Source: an optimization exercise on an open RTL-to-GDS flow (aim: small area). Production flows keep margins and buffers that such runs may drop.
In this exercise RTL edits were held to simulation tests only and were not proved equivalent to the original.
Power figures rest on the tool's default switching activity, not on a simulated workload.

==> run a <==
// lcd114_test
module lcd114_test(
	input clk,
	input resetn,
	output lcd_resetn,
	output lcd_cs,
	output lcd_rs,
	output lcd_data
);
reg [4:0] b;
reg [2:0] lx;
reg [5:0] gx;
reg [2:0] ly;
reg [4:0] gy;
wire init   = (gy == 5'd2) && ly == 3'b011;          
wire x_last = ({gx, lx} == {6'd58, 3'b011});                
wire x_end  = ({gx, lx} == {6'd15, 3'b101});                 
wire y_last = (gy == 5'd25) && (ly == 3'b000);       
wire wrap_b = init ? (b[3] || x_end) : b[4];          
wire stop   = !init && x_last && y_last;
wire x_inc  = wrap_b && !stop;
always @(posedge clk or negedge resetn) begin
	if (~resetn) begin
		b  <= 5'd0;
		{gx, lx} <= {6'd1, 3'b101};
		gy <= 5'd2;
		ly <= 3'b011;
	end else begin
		if (x_inc)
			b <= 5'd0;
		else if (!wrap_b)
			b <= b + 5'd1;
		if (x_inc) begin
			if (x_last || x_end) begin
				gx <= 6'd18;
				lx <= 3'b100;
				ly <= (ly[2] && ly[0]) ? 3'd0 : ly + 3'd1;
				if (ly[2] && ly[0])
					gy <= gy + 5'd1;
			end else begin
				lx <= (lx[2] && lx[0]) ? 3'd0 : lx + 3'd1;
				if (lx[2] && lx[0])
					gx <= gx + 6'd1;
			end
		end
	end
end
reg [5:0] cls;
reg [8:0] tb;
always @(*) begin
	case ({gx, lx})
		{6'd1, 3'b101}: begin cls = 6'b100000; tb = 9'bx; end
		{6'd2, 3'b000}: begin cls = 6'b100000; tb = 9'bx; end
  ...
clock: 11.0 ns
lec_check: 0
cap_margin: 20
core_margin: 2
core_utilization: 45
slew_margin: 20
standard.sh (not shown) runs the stock make flow with config.mk's settings and CLKGATE_MAP_FILE= SYNTH_SCRIPT=/design/flow/synth_recipe.tcl, a recipe that flattens the netlist after the stock synthesis.
==> flow/flow/run.sh <==
#!/bin/bash
# Own layout flow: the standard ORFS layout (standard.sh) with three changes:
#  - synthesis (flow/synth.tcl) maps the logic with an area search in ABC
#    (&deepsyn with three seeds, two mappings each, smallest kept) and skips
#    Yosys's extract_fa half/full-adder extraction; all other synthesis steps,
#    register mapping, flattening and renaming are the standard ones;
#  - the port buffers that buffer_ports inserts on every input and output are
#    sky130_fd_sc_hd__buf_1;
#  - clock tree synthesis uses sky130_fd_sc_hd__clkbuf_8 buffers, one sink
#    cluster for up to 32 flip-flops, and no dummy loads.
# Each tool's full output is in the ORFS logs under orfs/logs/; make's own
# output is in flow_make.log.
set -euo pipefail
W=$(pwd)
export MY_NO_FA=1
export MY_SEEDS="1 2 3"
export MY_DS_T=${MY_DS_T:-240}
export MY_TMP="$W/orfs/abc_search"
export MY_LIB=/OpenROAD-flow-scripts/flow/platforms/sky130hd/lib/sky130_fd_sc_hd__tt_025C_1v80.lib
bash "$W/standard.sh" \
  "SYNTH_SCRIPT=$W/flow/synth.tcl" \
  "BUFFER_PORTS_ARGS=-buffer_cell sky130_fd_sc_hd__buf_1" \
  "CTS_ARGS=-sink_clustering_enable -repair_clock_nets -sink_clustering_size 32 -buf_list sky130_fd_sc_hd__clkbuf_8 -root_buf sky130_fd_sc_hd__clkbuf_8 -dont_use_dummy_load" \
  finish > "$W/flow_make.log" 2>&1
==> flow/flow/synth.tcl <==
# synth_recipe.tcl with two changes to the logic mapping:
#  - abc runs a search of its own instead of the ABC script ORFS picks: for each
#    seed in MY_SEEDS it optimises the logic with ABC's &deepsyn (MY_DS_T seconds),
#    then maps the result onto the library in each of two ways; the mapping with
#    the smallest cell area is kept;
#  - extract_fa is skipped.
# The steps before and after abc (register mapping, flattening, renaming) are
# the standard ones.
proc synth {args} { yosys synth -nofsm -noshare {*}$args }
proc abc_area_of {} {
  set st [tee -q -s result.string stat -liberty $::env(MY_LIB)]
  if {[regexp {Chip area for module [^:]*: ([0-9.eE+]+)} $st -> a]} { return $a }
  return 1e18
}
proc abc {args} {
  set i [lsearch -exact $args -script]
  set tmp $::env(MY_TMP)
  file mkdir $tmp
  set best 1e18
  set n 0
  yosys design -save pre_abc
  foreach seed $::env(MY_SEEDS) {
    foreach map {nfam am3} {
      yosys design -load pre_abc
      set scr "$tmp/s${seed}_$map.abc"
      set f [open $scr w]
      if {$map eq "nfam"} {
        puts $f "strash\n&get -n\n&deepsyn -T $::env(MY_DS_T) -S $seed\n&put\nwrite_blif $tmp/ds$seed.blif"
        puts $f "strash\n&get -n\n&st\n&dch -f\n&nf -a -R 1000\n&put\nstrash\ndch -f\namap\ntopo"
      } else {
        puts $f "read_blif $tmp/ds$seed.blif\nstrash\ndch -f\namap\nstrash\ndch -f\namap\nstrash\ndch -f\namap\ntopo"
      }
      close $f
      lset args [expr {$i + 1}] $scr
      yosys abc {*}$args
      set a [abc_area_of]
      puts "abc search: seed $seed map $map area $a"
      if {$a < $best} {
        set best $a
        yosys design -save best_abc
      }
      incr n
    }
  }
  puts "abc search: kept area $best"
  yosys design -load best_abc
}
if {[info exists ::env(MY_NO_FA)] && $::env(MY_NO_FA)} { proc extract_fa {args} {} }
source $::env(SCRIPTS_DIR)/synth.tcl
# left out here: clear keep_hierarchy, flatten, clean up, hide names made inside functions, write 1_2_yosys.v
==> run b: changes against run a <==
==> flow/flow/run.sh (replaced) <==
#!/bin/bash
# Own layout flow: the standard ORFS layout (standard.sh) with three changes:
#  - synthesis maps the logic with an area-oriented ABC script (flow/area.abc)
#    and skips Yosys's extract_fa half/full-adder extraction (flow/synth.tcl);
#    all other synthesis steps, register mapping, flattening and renaming are
#    the standard ones;
#  - the port buffers that buffer_ports inserts on every input and output are
#    sky130_fd_sc_hd__buf_1;
#  - clock tree synthesis uses sky130_fd_sc_hd__clkbuf_8 buffers, one sink
#    cluster for up to 32 flip-flops, and no dummy loads.
# Each tool's full output is in the ORFS logs under orfs/logs/; make's own
# output is in flow_make.log.
set -euo pipefail
W=$(pwd)
export MY_ABC_SCRIPT="$W/flow/area.abc"
export MY_NO_FA=1
bash "$W/standard.sh" \
  "SYNTH_SCRIPT=$W/flow/synth.tcl" \
  "BUFFER_PORTS_ARGS=-buffer_cell sky130_fd_sc_hd__buf_1" \
  "CTS_ARGS=-sink_clustering_enable -repair_clock_nets -sink_clustering_size 32 -buf_list sky130_fd_sc_hd__clkbuf_8 -root_buf sky130_fd_sc_hd__clkbuf_8 -dont_use_dummy_load" \
  finish > "$W/flow_make.log" 2>&1
==> flow/flow/area.abc (new file) <==
strash
&get -n
&deepsyn -T 600
&put
dch -f
amap
strash
dch -f
amap
topo
==> flow/flow/synth.tcl (replaced) <==
# synth_recipe.tcl with two changes: abc runs flow/area.abc instead of the
# ABC script ORFS picks, and extract_fa is skipped.
proc synth {args} { yosys synth -nofsm -noshare {*}$args }
proc abc {args} {
  set i [lsearch -exact $args -script]
  if {$i >= 0} { lset args [expr {$i + 1}] $::env(MY_ABC_SCRIPT) }
  yosys abc {*}$args
}
if {[info exists ::env(MY_NO_FA)] && $::env(MY_NO_FA)} { proc extract_fa {args} {} }
source $::env(SCRIPTS_DIR)/synth.tcl
# left out here: clear keep_hierarchy, flatten, clean up, hide names made inside functions, write 1_2_yosys.v
==> run c: changes against run a <==
--- a/flow/flow/run.sh
+++ b/flow/flow/run.sh
@@ -1,7 +1,7 @@
 #!/bin/bash
 # Own layout flow: the standard ORFS layout (standard.sh) with three changes:
 #  - synthesis (flow/synth.tcl) maps the logic with an area search in ABC
-#    (&deepsyn with three seeds, two mappings each, smallest kept) and skips
+#    (&deepsyn with six seeds, two mappings each, smallest kept) and skips
 #    Yosys's extract_fa half/full-adder extraction; all other synthesis steps,
 #    register mapping, flattening and renaming are the standard ones;
 #  - the port buffers that buffer_ports inserts on every input and output are
@@ -13,8 +13,8 @@
 set -euo pipefail
 W=$(pwd)
 export MY_NO_FA=1
-export MY_SEEDS="1 2 3"
-export MY_DS_T=${MY_DS_T:-240}
+export MY_SEEDS="1 2 3 4 5 6"
+export MY_DS_T=${MY_DS_T:-200}
 export MY_TMP="$W/orfs/abc_search"
 export MY_LIB=/OpenROAD-flow-scripts/flow/platforms/sky130hd/lib/sky130_fd_sc_hd__tt_025C_1v80.lib
 bash "$W/standard.sh" \
==> comparison table <==
| item | run a | run c | run b |
|---|---|---|---|
| Share of synthesized cell area in and, or, nand and nor gates | 0.314 | 0.267 | 0.324 |
| Via count | 2013 | 1989 | 2042 |
| Inverter count | 32 | 36 | 37 |
| Worst clock skew | 7.24 ps | 9.30 ps | 19.2 ps |
| Path depth of the worst reg2reg path | 23 | 17 | 21 |
| Clock-pin slew on the worst setup and hold paths | 80 ps | 70 ps | 90 ps |
| Internal Power | 106 uW | 106 uW | 106 uW |
| Maximum vdd drop | 0.0661 mV | 0.0593 mV | 0.0340 mV |
| Total Power | 132 uW | 131 uW | 132 uW |
| Wirelength per Cell | 17.4 um | 17.4 um | 16.3 um |
| Placeable core region | 3690 um^2 | 3660 um^2 | 3690 um^2 |
| Slack of the worst reg-to-reg path | 5650 ps | 6610 ps | 6190 ps |
| Cell mode on critical path | sky130_fd_sc_hd__o21ai_0 | sky130_fd_sc_hd__o21ai_0 | - |
| Combined global-route utilization of all metal layers | 0.279 | 0.272 | 0.274 |
| Max_slew headroom | 0.501 | 0.563 | 0.482 |
| Hold WS | 485 ps | 498 ps | 489 ps |
| Power dissipated in sequential cells | 80.9 uW | 80.9 uW | 81.0 uW |
| First-pass DRT Iterations | 5 | 6 | 6 |
| Outcome | no timing/DRC/antenna violations | no timing/DRC/antenna violations | no timing/DRC/antenna violations |
| Period Utilization, post-route | 0.625 | 0.529 | 0.534 |

==> what the ideal ports hide <==
How much do the figures lean on ideal ports? The routed layouts below were timed once more, with nothing changed but the port constraints.
Step 1 assumes that a clkbuf_16 drives the clock port and a buf_2 every other input.
Step 2 also shifts input and output timing later by t, the mid clock arrival at the registers, as if the neighbouring blocks saw the same clock.
Three values: no drivers, after step 1, after step 2; two values: the first two.
run | t (ns) | slack for setup (ns) | worst setup path after step 2
run a | 0.287 | 4.125 / 4.100 / 4.387 | register to output
run b | 0.286 | 5.121 / 5.093 / 5.380 | register to output
run c | 0.277 | 5.182 / 5.156 / 5.433 | register to output
After both steps setup and hold are still met in every run listed.
